This is an optimization exercise on Yosys and OpenROAD, whose aim is small area, not a production implementation.
The RTL was checked by simulation tests, not by an equivalence proof against the original design.
Power is estimated from default activity; no workload was simulated.

run A:
==> flow/design.v (excerpt) <==
module owl_ctrl
#(
  parameter   CNT_WIDTH     = 12      
)
(
  input   wire          rst         ,
  input   wire          clk         ,
  input   wire          clk_sel     ,
  input   wire          owl_di_w    ,
  output  wire          owl_do_w    ,
  output  wire          owl_oe_w    ,
  input   wire          sfr_ready   ,
  input   wire  [7:0]   sfr_rdata   ,
  output  reg   [7:0]   sfr_wdata   ,
  output  reg   [5:0]   sfr_addrs   ,
  output  reg           sfr_rctrl   ,
  output  reg           sfr_wctrl
);
localparam    s_owl_idle      = 4'h0;
localparam    s_owl_rx_cmd    = 4'h1;
localparam    s_owl_rx_size   = 4'h2;
localparam    s_owl_rx_data   = 4'h3;
localparam    s_owl_rx_crc1   = 4'h4;
localparam    s_owl_rx_crc0   = 4'h5;
localparam    s_owl_rx_eof    = 4'h6;
localparam    s_owl_rx2tx     = 4'h7;
localparam    s_owl_tx_start  = 4'h8;
localparam    s_owl_tx_fsyn   = 4'h9;
localparam    s_owl_tx_data   = 4'ha;
localparam    s_owl_tx_wait   = 4'hb;
localparam    s_owl_tx_crc1   = 4'hc;
localparam    s_owl_tx_crc0   = 4'hd;
localparam    s_owl_tx_eof    = 4'he;
localparam    s_owl_rx_ovf    = 4'hf;
reg   [3:0]           pstate,nstate;
reg   [CNT_WIDTH-1:0] clk_cnt   ;
reg                   cmd_reg   ;
reg   [5:0]           addr_reg  ;
  ...
For scale: roughly 31 I/O pins.
clock: 10.0 ns
lec_check: 0
abc_area: 1
cap_margin: 20
core_margin: 2
core_utilization: 60
cts_cluster_diameter: 150
cts_cluster_size: 40
place_density: 0.7
slew_margin: 20
run.sh (not shown) runs the stock make flow with config.mk's settings and CLKGATE_MAP_FILE= SYNTH_SCRIPT=/design/flow/synth_recipe.tcl, a recipe that flattens the netlist after the stock synthesis.
[inputs] run B vs run A
Settings: a deleted PLACE_DENSITY that had been 0.7; a deleted CTS_CLUSTER_DIAMETER that had been 150; a deleted CTS_CLUSTER_SIZE that had been 40.
--- outcome ---
- As far as arrival time at the worst endpoint is concerned, run A and run B perform about the same.
- Comparing run A against run B, there is no change at all in CTS buffer count.
- Clock network latency to the later pin of the worst-skew pair: run B vs run A, no meaningful difference
- Depth of the worst hold-timing path: run A vs run B identical
- Delta (run B minus run A): count of input and output buffers now sits at about the same level; post-synthesis compound-gate area fraction comparable; routed via count divided by cell count now sits at about the same level.
- Run A -> run B: sequential share of the synthesized area delta 0, exact match


Setup of build 51:
Another version of the RTL of owl_ctrl (not shown whole).
Size in the first run: about 860 cells after synthesis, about 31 I/O pins, about 7000 µm² of cells after synthesis.
Settings: LEC_CHECK=0, CAP_MARGIN=20, CORE_MARGIN=2, CORE_UTILIZATION=70, SLEW_MARGIN=20; clock period 10.0 ns.
standard.sh (not shown) runs the stock make flow with config.mk's settings and CLKGATE_MAP_FILE= SYNTH_SCRIPT=/design/flow/synth_recipe.tcl, a recipe that flattens the netlist after the stock synthesis.
==> flow/flow/run.sh <==
#!/bin/bash
# Own flow: the standard synthesis, then an area re-map of the combinational
# logic (flip-flops untouched), then the standard layout from floorplan on.
set -euo pipefail
HERE=$(pwd)
RES=$HERE/orfs/results/$FLOW_PLATFORM/owl_ctrl/base
LIB=$FLOW_HOME/platforms/sky130hd/lib/sky130_fd_sc_hd__tt_025C_1v80.lib

bash standard.sh synth > $HERE/log_1_standard_synth.log 2>&1
cp $RES/1_2_yosys.v $HERE/std_1_2_yosys.v

# several ABC runs with different seeds; keep the smallest result
for seed in 1 2 3 4; do
  printf 'strash\n&get -n\n&deepsyn -T 60 -S %s\n&put\ndch -f\namap\ntopo\n' $seed > $HERE/area_$seed.abc
  REMAP_LIB=$LIB REMAP_NET=$HERE/std_1_2_yosys.v REMAP_OUT=$HERE/remap_$seed.v \
  REMAP_DONTUSE=$HERE/flow/dontuse.txt REMAP_ABC=$HERE/area_$seed.abc REMAP_STAT=$HERE/remap_stat_$seed.txt \
    yosys -c $HERE/flow/remap.tcl > $HERE/log_2_remap_$seed.log 2>&1 &
done
wait
best=""; best_area=""
for seed in 1 2 3 4; do
  a=$(grep "Chip area for top module" $HERE/remap_stat_$seed.txt | awk '{print $NF}')
  if [[ -n "$a" ]] && { [[ -z "$best" ]] || awk -v x=$a -v y=$best_area 'BEGIN{exit !(x<y)}'; }; then best=$seed; best_area=$a; fi
done
echo "best seed $best area $best_area" > $HERE/remap_choice.txt
cp $HERE/remap_$best.v $HERE/remap.v

# prove the re-mapped netlist equals the standard one before using it: flip-flops are cut
# (same instances in both), the logic between them must be equal
python3 $HERE/flow/cutff.py $HERE/std_1_2_yosys.v $HERE/cec_gold.v
python3 $HERE/flow/cutff.py $HERE/remap.v $HERE/cec_gate.v
yosys -p "read_liberty -ignore_miss_func $LIB; read_verilog $HERE/cec_gold.v; rename $FLOW_TOP gold; \
  read_verilog $HERE/cec_gate.v; rename $FLOW_TOP gate; proc; flatten gold gate; opt_clean; \
  miter -equiv -flatten -make_assert gold gate miter; hierarchy -top miter; \
  sat -verify -prove-asserts miter" > $HERE/log_3_equiv.log 2>&1
test $(grep -c "sky130_fd_sc_hd__[a-z]*df\|sky130_fd_sc_hd__[a-z]*dl" $HERE/std_1_2_yosys.v) -eq \
     $(grep -c "sky130_fd_sc_hd__[a-z]*df\|sky130_fd_sc_hd__[a-z]*dl" $HERE/remap.v)

# smaller port buffers than the default pick (every port still gets one), and a clock tree
# without dummy balancing loads
export BUFFER_PORTS_ARGS="-buffer_cell sky130_fd_sc_hd__buf_1"
export CTS_ARGS="-sink_clustering_enable -repair_clock_nets -dont_use_dummy_load -buf_list sky130_fd_sc_hd__clkbuf_4 -sink_clustering_size 10 -sink_clustering_max_diameter 60"

cp $HERE/remap.v $RES/1_2_yosys.v
rm -f $RES/1_synth.odb
bash standard.sh > $HERE/log_4_standard_layout.log 2>&1
test -f out/final.def
==> flow/flow/remap.tcl <==
# Re-map the combinational logic of the standard synthesis netlist for area.
# The flip-flops are kept as they are (same instances, names and cell types).
set lib $::env(REMAP_LIB)
set net $::env(REMAP_NET)
set out $::env(REMAP_OUT)
set dontuse [string trim [read [open $::env(REMAP_DONTUSE)]]]
yosys read_liberty -ignore_miss_func $lib
yosys read_verilog $net
yosys hierarchy -top $::env(FLOW_TOP)
yosys setattr -mod -set keep_hierarchy 1 sky130_fd_sc_hd__*df* sky130_fd_sc_hd__*dl*
yosys flatten
yosys rename -hide w:*.*
yosys opt_clean -purge
yosys abc -liberty $lib {*}$dontuse -script $::env(REMAP_ABC)
yosys rename -hide w:*.*
yosys splitnets
yosys opt_clean -purge
yosys tee -o $::env(REMAP_STAT) stat -liberty $lib
yosys select $::env(FLOW_TOP)
yosys write_verilog -noattr -selected $out
Other scripts of this flow, unchanged in this note and not shown: flow/flow/cutff.py, flow/flow/dontuse.txt
Changes in build 73 relative to build 51:
diff --git a/flow/flow/run.sh b/flow/flow/run.sh
--- a/flow/flow/run.sh
+++ b/flow/flow/run.sh
@@ -11,17 +11,5 @@
 
-# several ABC runs with different seeds; keep the smallest result
-for seed in 1 2 3 4; do
-  printf 'strash\n&get -n\n&deepsyn -T 60 -S %s\n&put\ndch -f\namap\ntopo\n' $seed > $HERE/area_$seed.abc
-  REMAP_LIB=$LIB REMAP_NET=$HERE/std_1_2_yosys.v REMAP_OUT=$HERE/remap_$seed.v \
-  REMAP_DONTUSE=$HERE/flow/dontuse.txt REMAP_ABC=$HERE/area_$seed.abc REMAP_STAT=$HERE/remap_stat_$seed.txt \
-    yosys -c $HERE/flow/remap.tcl > $HERE/log_2_remap_$seed.log 2>&1 &
-done
-wait
-best=""; best_area=""
-for seed in 1 2 3 4; do
-  a=$(grep "Chip area for top module" $HERE/remap_stat_$seed.txt | awk '{print $NF}')
-  if [[ -n "$a" ]] && { [[ -z "$best" ]] || awk -v x=$a -v y=$best_area 'BEGIN{exit !(x<y)}'; }; then best=$seed; best_area=$a; fi
-done
-echo "best seed $best area $best_area" > $HERE/remap_choice.txt
-cp $HERE/remap_$best.v $HERE/remap.v
+REMAP_LIB=$LIB REMAP_NET=$HERE/std_1_2_yosys.v REMAP_OUT=$HERE/remap.v \
+REMAP_DONTUSE=$HERE/flow/dontuse.txt REMAP_ABC=$HERE/flow/area.abc REMAP_STAT=$HERE/remap_stat.txt \
+  yosys -c $HERE/flow/remap.tcl > $HERE/log_2_remap.log 2>&1
 
==> flow/flow/area.abc (new file) <==
strash
&get -n
&deepsyn -T 60
&put
dch -f
amap
topo
Results
Build 73: no failed stages, no open violations at the end. Number of logic inverters in the finished layout ends up higher on build 73. Going from build 51 to build 73, number of violations of the max-capacitance limit roughly the same; maximum frequency from static timing analysis lower; met3 layer usage reported by global route lower. Reported for build 51 and build 73, buffer depth of the longest clock path turned out identical to the last digit. Relative to build 51, build 73 degrades via count. In build 73 the power dissipated by switching net loads turned out about 70% lower than in build 51. Diff build 51 -> build 73: setup slack moved down; proportion of power drawn by the clock network higher.
#### Input delta (build 11 over build 73)
Settings: CTS_CLUSTER_SIZE now 30, previously not set; CTS_CLUSTER_DIAMETER now 80, previously not set; CTS_BUF_LIST now sky130_fd_sc_hd__clkbuf_4, previously not set.
diff --git a/flow/flow/run.sh b/flow/flow/run.sh
--- a/flow/flow/run.sh
+++ b/flow/flow/run.sh
@@ -26,7 +26,2 @@
 
-# smaller port buffers than the default pick (every port still gets one), and a clock tree
-# without dummy balancing loads
-export BUFFER_PORTS_ARGS="-buffer_cell sky130_fd_sc_hd__buf_1"
-export CTS_ARGS="-sink_clustering_enable -repair_clock_nets -dont_use_dummy_load -buf_list sky130_fd_sc_hd__clkbuf_4 -sink_clustering_size 10 -sink_clustering_max_diameter 60"
-
 cp $HERE/remap.v $RES/1_2_yosys.v
[summary]
Looking at layout clock buffer count, build 11 sits 1 higher than build 73 does. Relative to build 73, the filler cell count of build 11 is lower by 82. Summary of the comparison: sum of routed wire length over all layers is higher in build 11, relative to build 73.

port drivers added, routing unchanged:
How much do the figures lean on ideal ports? The routed layouts below were timed once more, with nothing changed but the port constraints.
Step 1 assumes that a clkbuf_16 drives the clock port and a buf_2 every other input.
Step 2 also shifts input and output timing later by t, the mid clock arrival at the registers, as if the neighbouring blocks saw the same clock.
Slacks: ideal ports / drivers / drivers and shift; pairs: ideal ports / drivers.
run | t (ns) | slack for setup (ns) | hold WS [ns]
run A | 0.473 | 4.225 / 4.225 / 4.225 | 0.420 / 0.420 / 0.420
run B | 0.473 | 4.225 / 4.225 / 4.225 | 0.420 / 0.420 / 0.420
build 51 | 0.547 | 2.157 / 2.157 / 2.157 | 0.447 / 0.447 / 0.447
build 73 | 0.581 | 1.397 / 1.397 / 1.397 | 0.413 / 0.413 / 0.413
build 11 | 0.592 | 1.322 / 1.322 / 1.322 | 0.419 / 0.419 / 0.419
After both steps every run listed still meets setup and hold.
